Source: an optimization exercise on an open RTL-to-GDS flow (aim: small area and a short achievable clock period). Production flows keep margins and buffers that such runs may drop. Only simulation tests tie the RTL to the original design; equivalence was not proved. No activity file was given, so power comes from the tool's default toggle rates.

onyx:
// mult_unit
module mult_unit (
    input  logic        clock,
    input  logic        reset,
    input  logic        start,
    input  logic [31:0] rs1,
    input  logic [31:0] rs2,
    input  logic [2:0]  func,
    input  logic [5:0]  dest_tag_in,
    input  logic        cdb_taken,
    input  logic        branch_mispredict,
    output logic [5:0]  dest_tag_out,
    output logic [31:0] result,
    output logic        done,
    output logic        full
);
Settings: LEC_CHECK=0, ABC_AREA=1, CAP_MARGIN=20, CORE_MARGIN=2, CORE_UTILIZATION=40, PLACE_DENSITY=0.6, SETUP_SLACK_MARGIN=5, SLEW_MARGIN=20, TNS_END_PERCENT=0; clock period 9.5 ns.
run.sh (not shown) runs the stock make flow with config.mk's settings and CLKGATE_MAP_FILE= SYNTH_SCRIPT=/design/flow/synth_recipe.tcl, a recipe that flattens the netlist after the stock synthesis.
onyx reached the end of the flow, and the finished layout is clean on the timing, design-rule and antenna checks.
Edits applied to the flow inputs when going from onyx to nickel:
==> flow/flow/run.sh (new file) <==
#!/bin/bash
# The standard layout, with the port buffers made of sky130_fd_sc_hd__buf_2
# cells (every input and output port still gets its own buffer).
set -euo pipefail
export BUFFER_PORTS_ARGS="-buffer_cell sky130_fd_sc_hd__buf_2"
bash standard.sh > standard.log 2>&1
==> flow/standard.sh (new file) <==
#!/bin/bash
# synth_recipe.tcl (not shown) runs the flow's synth.tcl, then flattens the netlist and writes it again
# the make line also repeats each setting of config.mk as NAME=value (left out here)
make -C /OpenROAD-flow-scripts/flow DESIGN_CONFIG=/design/flow/config.mk WORK_HOME=/design/flow/orfs CLKGATE_MAP_FILE= SYNTH_SCRIPT=/design/flow/synth_recipe.tcl "${@:-finish}"
diff --git a/flow/config.mk b/flow/config.mk
--- a/flow/config.mk
+++ b/flow/config.mk
@@ -10,5 +10,6 @@
 export CORE_MARGIN = 2
 export CORE_UTILIZATION = 40
-export PLACE_DENSITY = 0.6
+export CTS_BUF_LIST = sky130_fd_sc_hd__clkbuf_4 sky130_fd_sc_hd__clkbuf_8
+export PLACE_DENSITY = 0.65
 export SETUP_SLACK_MARGIN = 5
 export SLEW_MARGIN = 20
removed: flow/run.sh
Findings:
The final reports for nickel and onyx show post-route fraction of the period consumed by the critical path higher in the former.
Of onyx and nickel, nickel shows the lower core utilization, with onyx above it.
nickel vs onyx, worst setup path startpoint: u_mult.a[13]$_DFFE_PN_ vs u_mult.a[6]$_DFFE_PN_
Lower clock-buffer cell count goes to onyx over nickel.
Here is what was changed in the inputs of xenon compared with nickel.
==> flow/flow/run.sh <==
#!/bin/bash
# The standard layout, with two changes:
#  - the port buffers are sky130_fd_sc_hd__buf_2 cells (every input and
#    output port still gets its own buffer);
#  - timing repair aims at 5 ns of setup slack from clock tree synthesis on,
#    but not during floorplanning (no sizing before placement).
set -euo pipefail
export BUFFER_PORTS_ARGS="-buffer_cell sky130_fd_sc_hd__buf_2"
SETUP_SLACK_MARGIN=0 bash standard.sh floorplan > standard_floorplan.log 2>&1
SETUP_SLACK_MARGIN=5 bash standard.sh > standard_finish.log 2>&1
diff --git a/flow/config.mk b/flow/config.mk
--- a/flow/config.mk
+++ b/flow/config.mk
@@ -11,6 +11,5 @@
 export CORE_UTILIZATION = 40
 export CTS_BUF_LIST = sky130_fd_sc_hd__clkbuf_4 sky130_fd_sc_hd__clkbuf_8
-export PLACE_DENSITY = 0.65
-export SETUP_SLACK_MARGIN = 5
+export PLACE_DENSITY = 0.6
 export SLEW_MARGIN = 20
 export TNS_END_PERCENT = 0
- Share of power burned in the clock network ends up lower on nickel.
- ~same fraction of met2 tracks used by global routing in xenon and nickel
- Clock power, xenon and nickel, lower one = nickel.
- Compared with nickel, xenon shows a buffer count from post-CTS setup fixing that is 4 higher.
- nickel reports its launch point of the critical path as u_mult.a[13]$_DFFE_PN_ while xenon reports u_mult.a[31]$_DFFE_PN_.
- xenon completed; timing, DRC and antenna clean
- Taking nickel as the reference point, the total power per unit cell area of xenon falls by 0.41%.
- Delta (xenon minus nickel): layout net count climbed 17; number of antenna cells inserted dropped 3.
> inputs changed (xenon -> juniper)
==> flow/run.sh (new file) <==
#!/bin/bash
# synth_recipe.tcl (not shown) runs the flow's synth.tcl, then flattens the netlist and writes it again
# the make line also repeats each setting of config.mk as NAME=value (left out here)
make -C /OpenROAD-flow-scripts/flow DESIGN_CONFIG=/design/flow/config.mk WORK_HOME=/design/flow/orfs CLKGATE_MAP_FILE= SYNTH_SCRIPT=/design/flow/synth_recipe.tcl finish
diff --git a/flow/config.mk b/flow/config.mk
--- a/flow/config.mk
+++ b/flow/config.mk
@@ -12,4 +12,5 @@
 export CTS_BUF_LIST = sky130_fd_sc_hd__clkbuf_4 sky130_fd_sc_hd__clkbuf_8
 export PLACE_DENSITY = 0.6
-export SLEW_MARGIN = 20
+export SETUP_SLACK_MARGIN = 5
+export SLEW_MARGIN = 60
 export TNS_END_PERCENT = 0
removed: flow/flow/run.sh
removed: flow/standard.sh
Findings:
Arrival time at the worst endpoint: xenon and juniper compared, higher one is xenon
Summed area of non-filler cells in the final layout is lower on xenon
juniper ended up with u_mult.ub[35]$_DFFE_PN_ as its destination of the critical timing path; xenon ended up with u_mult.ub[39]$_DFFE_PN_.
Compared with xenon, in juniper final-layout clock-cell area share now sits at about the same level, final total power +about 1.2%, non-clock buffer count rose by 36.
Of xenon and juniper, the run reporting the higher routed wire length was xenon.
Input-level comparison between ember and juniper:
diff --git a/flow/config.mk b/flow/config.mk
--- a/flow/config.mk
+++ b/flow/config.mk
@@ -9,8 +9,8 @@
 export CAP_MARGIN = 20
 export CORE_MARGIN = 2
-export CORE_UTILIZATION = 40
+export CORE_UTILIZATION = 50
 export CTS_BUF_LIST = sky130_fd_sc_hd__clkbuf_4 sky130_fd_sc_hd__clkbuf_8
 export PLACE_DENSITY = 0.6
 export SETUP_SLACK_MARGIN = 5
-export SLEW_MARGIN = 60
+export SLEW_MARGIN = 20
 export TNS_END_PERCENT = 0
==> notes.md <==
Overall fraction of global-route tracks in use: ember > juniper. In the reports for juniper and ember, the larger die extent in y belongs to juniper. The via count reported for ember is higher than the one for juniper. Delta (ember minus juniper): maximum frequency -4.3%, clock skew after layout +8.0 ps. edfxtp_1 as the critical path's slowest cell was reported by ember, and fa_1 by juniper. The final reports for ember and juniper show die area lower in the former. Diff juniper and ember: met1 routed wirelength after detailed routing higher in ember. Cmp ember vs juniper: post-route total power lower in ember. Startpoint of the worst setup timing path = u_mult.a[25]$_DFFE_PN_: juniper; startpoint of the worst setup timing path = u_mult.a[7]$_DFFE_PN_: ember. From juniper to ember the numbers moved as follows: highest cell delay on the worst timing path climbed 310 ps, multi-input gate area in the final layout down about 1.1%. ember completed every stage of the flow, and the final layout passed the timing, design-rule and antenna checks.
Here is what was changed in the inputs of zinc compared with ember.
==> flow/flow/run.sh (new file) <==
#!/bin/bash
# The standard layout, with the port buffers made of sky130_fd_sc_hd__buf_2
# cells (every input and output port still gets its own buffer).
set -euo pipefail
export BUFFER_PORTS_ARGS="-buffer_cell sky130_fd_sc_hd__buf_2"
bash standard.sh > standard.log 2>&1
==> flow/standard.sh (new file) <==
#!/bin/bash
# synth_recipe.tcl (not shown) runs the flow's synth.tcl, then flattens the netlist and writes it again
# the make line also repeats each setting of config.mk as NAME=value (left out here)
make -C /OpenROAD-flow-scripts/flow DESIGN_CONFIG=/design/flow/config.mk WORK_HOME=/design/flow/orfs CLKGATE_MAP_FILE= SYNTH_SCRIPT=/design/flow/synth_recipe.tcl "${@:-finish}"
diff --git a/flow/config.mk b/flow/config.mk
--- a/flow/config.mk
+++ b/flow/config.mk
@@ -9,5 +9,5 @@
 export CAP_MARGIN = 20
 export CORE_MARGIN = 2
-export CORE_UTILIZATION = 50
+export CORE_UTILIZATION = 40
 export CTS_BUF_LIST = sky130_fd_sc_hd__clkbuf_4 sky130_fd_sc_hd__clkbuf_8
 export PLACE_DENSITY = 0.6
removed: flow/run.sh
Notes after the runs:
Portion of the layout cell area used by clock cells: ember vs zinc — no meaningful difference. Routability congestion estimate from global placement was lower in zinc than in ember. ember -> zinc: worst endpoint required time flat. Between ember and zinc, the flow reports die area increasing by more than 10%. Summary — number of global-route vias before repair, zinc relative to ember: lower, by 905. Summary: with ember as the reference, routed wire length per instance in zinc moved down by more than 10%. [zinc vs ember] utilization: lower in zinc. After detailed routing, ember needs more wire than zinc. Via density per instance in zinc is about 7% below ember. zinc ends up with a final period utilization that is 1.6 points lower than in ember.


Starting RTL as in the previous note.
clock: 9.5 ns
lec_check: 0
abc_area: 1
cap_margin: 20
core_margin: 2
core_utilization: 45
cts_buf_list: sky130_fd_sc_hd__clkbuf_4 sky130_fd_sc_hd__clkbuf_8
place_density: 0.6
setup_slack_margin: 5
slew_margin: 20
tns_end_percent: 0
standard.sh (not shown) runs the stock make flow with config.mk's settings and CLKGATE_MAP_FILE= SYNTH_SCRIPT=/design/flow/synth_recipe.tcl, a recipe that flattens the netlist after the stock synthesis.
==> flow/flow/run.sh <==
#!/bin/bash
# The standard layout, with the port buffers made of sky130_fd_sc_hd__buf_2
# cells (every input and output port still gets its own buffer).
set -euo pipefail
export BUFFER_PORTS_ARGS="-buffer_cell sky130_fd_sc_hd__buf_2"
bash standard.sh > standard.log 2>&1
Change:
==> flow/run.sh (new file) <==
#!/bin/bash
# synth_recipe.tcl (not shown) runs the flow's synth.tcl, then flattens the netlist and writes it again
# the make line also repeats each setting of config.mk as NAME=value (left out here)
make -C /OpenROAD-flow-scripts/flow DESIGN_CONFIG=/design/flow/config.mk WORK_HOME=/design/flow/orfs CLKGATE_MAP_FILE= SYNTH_SCRIPT=/design/flow/synth_recipe.tcl finish
Settings changed: CORE_UTILIZATION 45 to 40.
removed: flow/flow/run.sh
removed: flow/standard.sh
Wire length shrinks by 1.2%. Power hardly moves. Sequential power hardly moves. Core utilization shrinks by 5.2 points. Cell area grows by about 1.8%. Clock skew shrinks by 13 ps.

-- afterwards: timing with drivers on the ports --
The flow's constraints put no driver on any port. The routed layouts listed below were extracted and timed again, unchanged, in two steps. Step 1 (the two cells are an assumption about what drives the block):
set clk [get_ports {clock}]
set_driving_cell -lib_cell sky130_fd_sc_hd__clkbuf_16 $clk
set_driving_cell -lib_cell sky130_fd_sc_hd__buf_2 [delete_from_list [all_inputs] $clk]
Step 2 adds t to the input delays and takes it off the output delays; t is the mean of the earliest and latest rising clock arrival at the registers after step 1. Input paths then give back, and output paths get back, about the clock's delay inside the block. a / b / c = ideal / step 1 / step 2; a / b = the first two.
run | shift t [ns] | setup WS [ns] | worst setup path at the end | worst register clock-pin slew, ns | pins driven straight from the clock port
onyx | 0.647 | 4.833 / 4.833 / 4.819 | input to register | 0.07 / 0.07 | 1
nickel | 0.727 | 4.640 / 4.640 / 4.640 | register to register | 0.07 / 0.07 | 1
xenon | 0.726 | 4.925 / 4.925 / 4.925 | register to register | 0.07 / 0.07 | 1
juniper | 0.734 | 4.966 / 4.966 / 4.934 | input to register | 0.07 / 0.07 | 1
ember | 0.759 | 4.761 / 4.761 / 4.708 | input to register | 0.09 / 0.09 | 1
zinc | 0.731 | 4.912 / 4.912 / 4.912 | register to register | 0.08 / 0.08 | 1
the first run of note 2 | 0.758 | 4.909 / 4.909 / 4.909 | register to register | 0.08 / 0.08 | 1
the second run of note 2 | 0.722 | 4.943 / 4.921 / 4.840 | input to register | 0.07 / 0.07 | 1
After both steps setup and hold are still met in every run listed. For the second run of note 2, which loses most, drivers alone change the setup slack by -0.022 ns; drivers and shift together by -0.103 ns.
